Source: an optimization exercise on an open RTL-to-GDS flow (aim: small area and a short achievable clock period). Production flows keep margins and buffers that such runs may drop.
For this run, only the layout was checked, not whether the RTL still works.
Power figures rest on the tool's default switching activity, not on a simulated workload.

--- flow/config.mk ---
export PLATFORM = sky130hd
export DESIGN_NAME = FIFO
export DESIGN_NICKNAME = FIFO
export VERILOG_FILES = /design/flow/design.v
export SDC_FILE = /design/flow/constraint.sdc
export NUM_CORES = 4
export LEC_CHECK = 0
export CAP_MARGIN = 20
export CORE_MARGIN = 2
export CORE_UTILIZATION = 65
export CTS_BUF_LIST = sky130_fd_sc_hd__clkbuf_16
export CTS_CLUSTER_DIAMETER = 100
export CTS_CLUSTER_SIZE = 30
export SETUP_SLACK_MARGIN = 2.85
export SLEW_MARGIN = 20
export SYNTH_HIERARCHICAL = 1
export SYNTH_MINIMUM_KEEP_SIZE = 0
--- flow/run.sh ---
#!/bin/bash
# synth_recipe.tcl (not shown) runs the flow's synth.tcl, then flattens the netlist and writes it again
# the make line also repeats each setting of config.mk as NAME=value (left out here)
make -C /OpenROAD-flow-scripts/flow DESIGN_CONFIG=/design/flow/config.mk WORK_HOME=/design/flow/orfs CLKGATE_MAP_FILE= SYNTH_SCRIPT=/design/flow/synth_recipe.tcl finish
--- flow/design.v ---
`timescale 1ns / 1ps
module FIFO(clk, rst, wr_en, rd_en, buf_in, buf_out, buf_empty, buf_full, fifo_counter);
input clk, rst, wr_en, rd_en;
input [7:0] buf_in;
output [7:0] buf_out;
output buf_empty, buf_full;
output [6:0] fifo_counter;
reg [7:0] buf_out;
reg buf_full;
reg not_empty;             
wire buf_empty = ~not_empty;
reg [6:0] fifo_counter;
reg [7:0] mem_n [0:63];    
reg [7:0] sel_lo_n, sel_hi_n;
wire do_wr = wr_en & ~buf_full;
wire do_rd = rd_en & not_empty;
wire inc = do_wr & ~do_rd;
wire dec = do_rd & ~do_wr;
integer i;
always @(posedge clk) begin
    if (do_wr) begin
        mem_n[0] <= ~buf_in;
        for (i = 1; i < 64; i = i + 1)
            mem_n[i] <= mem_n[i-1];
    end
end
wire [7:0] lo0, hi0;
fifo_dec3 u_dlo (.a(fifo_counter[2:0]), .y(lo0));
fifo_dec3 u_dhi (.a(fifo_counter[5:3]), .y(hi0));
wire [7:0] lo_up = {lo0[6:0], lo0[7]};
wire [7:0] lo_dn = {lo0[0], lo0[7:1]};
wire [7:0] hi_up = lo0[7] ? {hi0[6:0], hi0[7]} : hi0;
wire [7:0] hi_dn = lo0[0] ? {hi0[0], hi0[7:1]} : hi0;
always @(posedge clk) begin
    sel_lo_n <= ~(inc ? lo_up : dec ? lo_dn : lo0);
    sel_hi_n <= ~(inc ? hi_up : dec ? hi_dn : hi0);
end
wire [7:0] grp_n [0:7];
genvar g;
generate
    for (g = 0; g < 8; g = g + 1) begin : gm
        fifo_mux8n u_m (.s_n(sel_lo_n),
            .d0(mem_n[(g*8+0+63)%64]), .d1(mem_n[(g*8+1+63)%64]), .d2(mem_n[(g*8+2+63)%64]), .d3(mem_n[(g*8+3+63)%64]),
            .d4(mem_n[(g*8+4+63)%64]), .d5(mem_n[(g*8+5+63)%64]), .d6(mem_n[(g*8+6+63)%64]), .d7(mem_n[(g*8+7+63)%64]),
            .y_n(grp_n[g]));
    end
endgenerate
wire [7:0] s2_n = sel_hi_n | {8{~do_rd}};
wire [7:0] out_next;
fifo_mux8h u_mt (.s_n(s2_n), .hold_n(do_rd), .q(buf_out),
    .d0(grp_n[0]), .d1(grp_n[1]), .d2(grp_n[2]), .d3(grp_n[3]),
    .d4(grp_n[4]), .d5(grp_n[5]), .d6(grp_n[6]), .d7(grp_n[7]),
    .y(out_next));
always @(posedge clk or posedge rst) begin
    if (rst)
        buf_out <= 8'd0;
    else
        buf_out <= out_next;
end
wire [6:0] cnt_up, cnt_dn;
wire full_up, ne_dn;
fifo_step u_step (.cnt(fifo_counter), .up(cnt_up), .dn(cnt_dn), .full_up(full_up), .ne_dn(ne_dn));
always @(posedge clk or posedge rst) begin
    if (rst) begin
        fifo_counter <= 7'd0;
        not_empty <= 1'b0;
        buf_full <= 1'b0;
    end else begin
        if (inc) begin
            fifo_counter <= cnt_up;
            not_empty <= 1'b1;
            buf_full <= full_up;
        end else if (dec) begin
            fifo_counter <= cnt_dn;
            not_empty <= ne_dn;
            buf_full <= 1'b0;
        end
    end
end
endmodule
module fifo_dec3(a, y);
input [2:0] a;
output [7:0] y;
assign y = 8'd1 << a;
endmodule
module fifo_oai22(a_n, b_n, c_n, d_n, y);
input [7:0] a_n, b_n, c_n, d_n;
output [7:0] y;
assign y = ~((a_n | b_n) & (c_n | d_n));
endmodule
module fifo_mux8n(s_n, d0, d1, d2, d3, d4, d5, d6, d7, y_n);
input [7:0] s_n;
input [7:0] d0, d1, d2, d3, d4, d5, d6, d7;
output [7:0] y_n;
wire [7:0] p0, p1, p2, p3;
fifo_oai22 u0 (.a_n({8{s_n[0]}}), .b_n(d0), .c_n({8{s_n[1]}}), .d_n(d1), .y(p0));
fifo_oai22 u1 (.a_n({8{s_n[2]}}), .b_n(d2), .c_n({8{s_n[3]}}), .d_n(d3), .y(p1));
fifo_oai22 u2 (.a_n({8{s_n[4]}}), .b_n(d4), .c_n({8{s_n[5]}}), .d_n(d5), .y(p2));
fifo_oai22 u3 (.a_n({8{s_n[6]}}), .b_n(d6), .c_n({8{s_n[7]}}), .d_n(d7), .y(p3));
assign y_n = ~(p0 | p1 | p2 | p3);
endmodule
module fifo_mux8h(s_n, hold_n, q, d0, d1, d2, d3, d4, d5, d6, d7, y);
input [7:0] s_n;
input hold_n;
input [7:0] q;
input [7:0] d0, d1, d2, d3, d4, d5, d6, d7;
output [7:0] y;
wire [7:0] p0, p1, p2, p3;
fifo_oai22 u0 (.a_n({8{s_n[0]}}), .b_n(d0), .c_n({8{s_n[1]}}), .d_n(d1), .y(p0));
fifo_oai22 u1 (.a_n({8{s_n[2]}}), .b_n(d2), .c_n({8{s_n[3]}}), .d_n(d3), .y(p1));
fifo_oai22 u2 (.a_n({8{s_n[4]}}), .b_n(d4), .c_n({8{s_n[5]}}), .d_n(d5), .y(p2));
fifo_oai22 u3 (.a_n({8{s_n[6]}}), .b_n(d6), .c_n({8{s_n[7]}}), .d_n(d7), .y(p3));
assign y = p0 | p1 | p2 | p3 | ({8{~hold_n}} & q);
endmodule
module fifo_step(cnt, up, dn, full_up, ne_dn);
input [6:0] cnt;
output [6:0] up, dn;
output full_up, ne_dn;
assign up = cnt + 7'd1;
assign dn = cnt - 7'd1;
assign full_up = (cnt == 7'd63);
assign ne_dn = (cnt != 7'd1);
endmodule
--- flow/constraint.sdc ---
create_clock -name core_clock -period 5.0 [get_ports {clk}]
set_input_delay 1.0000 -clock core_clock [delete_from_list [all_inputs] [get_ports {clk}]]
set_output_delay 1.0000 -clock core_clock [all_outputs]
set_load 0.01 [all_outputs]
==> summary.txt <==
----------------------------------------------------
[Status]
  Result of the run ... complete, no violations

[Power]
  Switching power as a share of total power ... 31.8%
  Combinational share of power ... 29.2%
  Sequential power share ... 51.4%
  Clock Power Share ... 19.5%
  Net load switching power ... 3.54 mW
  Internal Dissipation ... 7.59 mW
  IR Drop Worst-Case VDD ... 0.000511 V
  Power per cell area ... 504 nW/um2
  Total power after layout ... 11.1 mW
  Leak ... 7.26 nW

[Drt]
  Final wirelength ... 42,500 um
  Total number of vias ... 11.0k
  Average routed wire per standard cell ... 26.7 um
  ANT nets after route ... 0
  Remaining routing DRC violations ... 0
  Average via count per standard cell ... 6.91
  First-pass detailed-route iteration total ... 5
  Detailed router's first-iteration violation count ... 1,207

[Setup path]
  Crit-path max FO ... 2
  Stage delay of the slowest cell on the critical path ... 0.44 ns
  Worst endpoint required time ... 4.00 ns
  Family with the most delay on the worst path ... flip-flops
  CP arrival ... 1.15 ns
  Type of element launching the critical path ... flop
  Cells traversed along the worst timing path ... buf_6
  Category of the critical setup timing path ... flop to output pin
  Critical Path Slowest Stage Cell ... dfrtp_1
  CP endpoint kind ... output pin
  Buffers & Inverters on Critical Path ... 1

[Cells and area]
  Count of nets after finishing ... 1,203
  Fraction of final layout cells sized beyond drive strength 1 ... 18.1%
  Most frequent standard cell in the layout excluding fill and tap cells ... edfxtp_1
  Highest-count cells in the layout ignoring fill and taps ... edfxtp_1, o22ai_1, nor4_2
  Final cell area excluding filler cells ... 22,100 um2
  Antenna cell count ... 0
  Area growth from synthesis to layout ... 10.3%

[Synthesis]
  Mapped Nets ... 1,108
  Yosys warns ... 9
  Mapped cell area ... 20,000 um2
  Synthesized area divided by synthesized cell count ... 18.4 um2
  Synth Instances ... 1,089
  Synth Register Bits ... 545
  Count of distinct cell types in the synthesized netlist ... 32
  Sequential share of the synthesized area ... 80.6%

[Place]
  IO Port Bufs ... 28
  Standard cell area after detailed placement ... 20,900 um2
  Pre-CTS setup slack ... 1.53 ns
  DPL Wire Length ... 21,500 um
  RePlAce Congestion ... 0.753

[GRT]
  Via count of the first global-routing pass ... 10.6k
  GRT Total Usage ... 26.6%
  Maximum number of pins on one net before global-route repair ... 97
  Remaining global-route overflow ... 0
  Initial antenna violation count ... 0
  First-pass GRT wire length ... 63,800 um

[Timing]
  Highest clock rate ... 465 MHz
  Final worst path period share ... 43.0%
  Total count of hold-check failures in the final report ... 0
  Min Clock Period, post-route ... 2.15 ns
  Post-route setup TNS ... 0 ns
  Max Clock Skew ... 0.0280 ns
  Hold Worst Slack ... 0.435 ns
  Final-report setup violation count ... 0
  Worst Tran Pin Value ... 0.676 ns
  Unrepaired setup endpoints after global routing ... yes
  Max-slew violations ... 0
  Worst rel slew slack ... 54.6%
  Worst setup margin ... 2.85 ns

[Clocking]
  Total clock buffers created by CTS ... 22
  Clock slew at reported path FFs ... 0.11 ns
  Max Buffers Root-to-Sink ... 3
  Clock sinks ... 545
  Clock latency at the later pin of the worst-skew pair ... 0.56 ns
  Number of levels in the clock H-tree ... 1
  TritonCTS clock tree ... yes
  Root buffer cell ... clkbuf_16

[Floorplanning]
  Number of I/O pins ... 29
  Die width ... 179 um
  Starting density of the core ... 65.7%
  Die outline area ... 32,200 um2
  Core Area ... 30,400 um2
  Die Y-Extent ... 179 um
  # rows ... 64

[Flow run]
  Count of max-cap constraint violations ... 0

[Hold path]
  Hold crit path type ... flop to flop

----------------------------------------------------
-- per-layer routing --
metal / GRT usage [%] / wire length (um) / part of all wire (%)
met1: 42.8 / 19100 / 45
met2: 39.3 / 19400 / 46
met3: 3.84 / 3210 / 7.5
met4: 6.01 / 805 / 1.9
met5: 0 / 0 / 0
-- stage by stage --
step,util [%],instances
floorplan,-,1089
global placement,68.7,1520
detailed placement,68.7,1520
CTS,72.1,1584
global route,72.5,1592
finish,72.5,1592
-- per-module statistics from Yosys (local to each module, per instance) --
module      flip-flops and latches  cells inside  cell area (um2)
FIFO                           545           663            16900
fifo_step                        0            34              231
fifo_mux8h                       0            24              120
fifo_mux8n                       0             8              100
fifo_dec3                        0             8             65.1
fifo_oai22                       0             8             50.0
-- power groups by stage --
stage | clock [mW] | combinational, mW | sequential [mW]
4_1_cts | 2.21 | 3.16 | 5.72
5_1_grt | 2.34 | 3.46 | 5.76
2_1_floorplan | 0 | 1.71 | 6.03
3_5_place_dp | 0 | 2.83 | 5.96
3_3_place_gp | 0 | 2.79 | 5.96
6_report | 2.17 | 3.25 | 5.72
-- area by class of cell --
class / instances / area [um2]
Clock buffer: 23 / 576
Multi-Input combinational cell: 509 / 3770
Tap cell: 396 / 495
Inverter: 23 / 93.8
Timing Repair Buffer: 83 / 903
Fill cell: 1924 / 8370
Sequential cell: 545 / 16100
Clock inverter: 13 / 75.1
-- worst paths after layout --
| check | start | to | slack [ns] | cells past startpoint |
|---|---|---|---|---|
| max | buf_out[0] | buf_out[0] | 2.85 | 1 |
| min | mem_n[19][4] | mem_n[20][4] | 0.44 | 0 |
| max reg2reg | sel_lo_n[7] | buf_out[3] | 2.93 | 6 |
| min reg2reg | mem_n[19][4] | mem_n[20][4] | 0.44 | 0 |
| max in group asynchronous | rst | fifo_counter[2] | 3.87 | 3 |
| min in group asynchronous | rst | buf_out[3] | 0.67 | 2 |
-- cells by family after synthesis --
| family | synth area share [%] |
|---|---|
| multiplexers | 1.60 |
| XOR/XNOR | 0.394 |
| adder cells (fa/ha/maj) | 0.438 |
| flip-flops | 80.6 |
| buffers and inverters | 0.807 |
| AND/OR/NAND/NOR | 6.13 |
| AO/OA/AOI/OAI | 10.0 |
-- Yosys cell counts, drive strengths merged --
master	count	share of area, %
or4	1	0.038
o21ai	25	0.78
nand2b	2	0.063
ha	7	0.44
xnor2	4	0.18
nor4	73	4.3
dfxtp	16	1.6
nor3b	6	0.23
dfrtp	17	2.1
nand3b	1	0.038
and3	2	0.075
inv	23	0.43
or2	8	0.25
nor3	5	0.13
a21oi	9	0.23
clkbuf	2	0.038
xor2	5	0.22
nor2	11	0.21
and3b	6	0.30
edfxtp	512	77
nand3	3	0.075
nand2	22	0.45
o22ai	288	9.0
mux2i	23	1.2
mux2	8	0.45
buf	10	0.34
-- timing repair --
| item | 4_1_cts | 5_1_grt |
|---|---|---|
| cloned | 3 | 0 |
| pin swaps | 0 | 3 |
| gates resized for setup | 103 | 20 |
| setup endpoints to repair | 552 | 164 |
| buffers inserted | 25 | 7 |
| hold buffers | 0 | 0 |
-- state kept, by name (all words and copies together), names as in the netlist --
register,flops
buf_full,1
buf_out,8
fifo_counter,7
mem_n,512
not_empty,1
sel_hi_n,8
sel_lo_n,8

-- port drivers added, routing unchanged --
How much do the figures lean on ideal ports? The routed layout below was timed once more, with nothing changed but the port constraints. Step 1: set_driving_cell puts a clkbuf_16 on clk and a buf_2 on each other input, an assumption about the parent block. Step 2 moves the port delays by t, midway between the first and last clock arrival at a register: inputs arrive t later, outputs are due t later. That takes back most of the time a late clock gives input paths. a / b / c = ideal ports / drivers / drivers and shift; a / b = the first two.
t, ns: 0.600
setup WS [ns]: 2.849 / 2.797 / 2.286
hold WS [ns]: 0.435 / 0.435 / 0.435
After both steps setup and hold are still met in this run. The setup slack of this run moves by -0.052 ns with the drivers and by -0.563 ns with both steps.
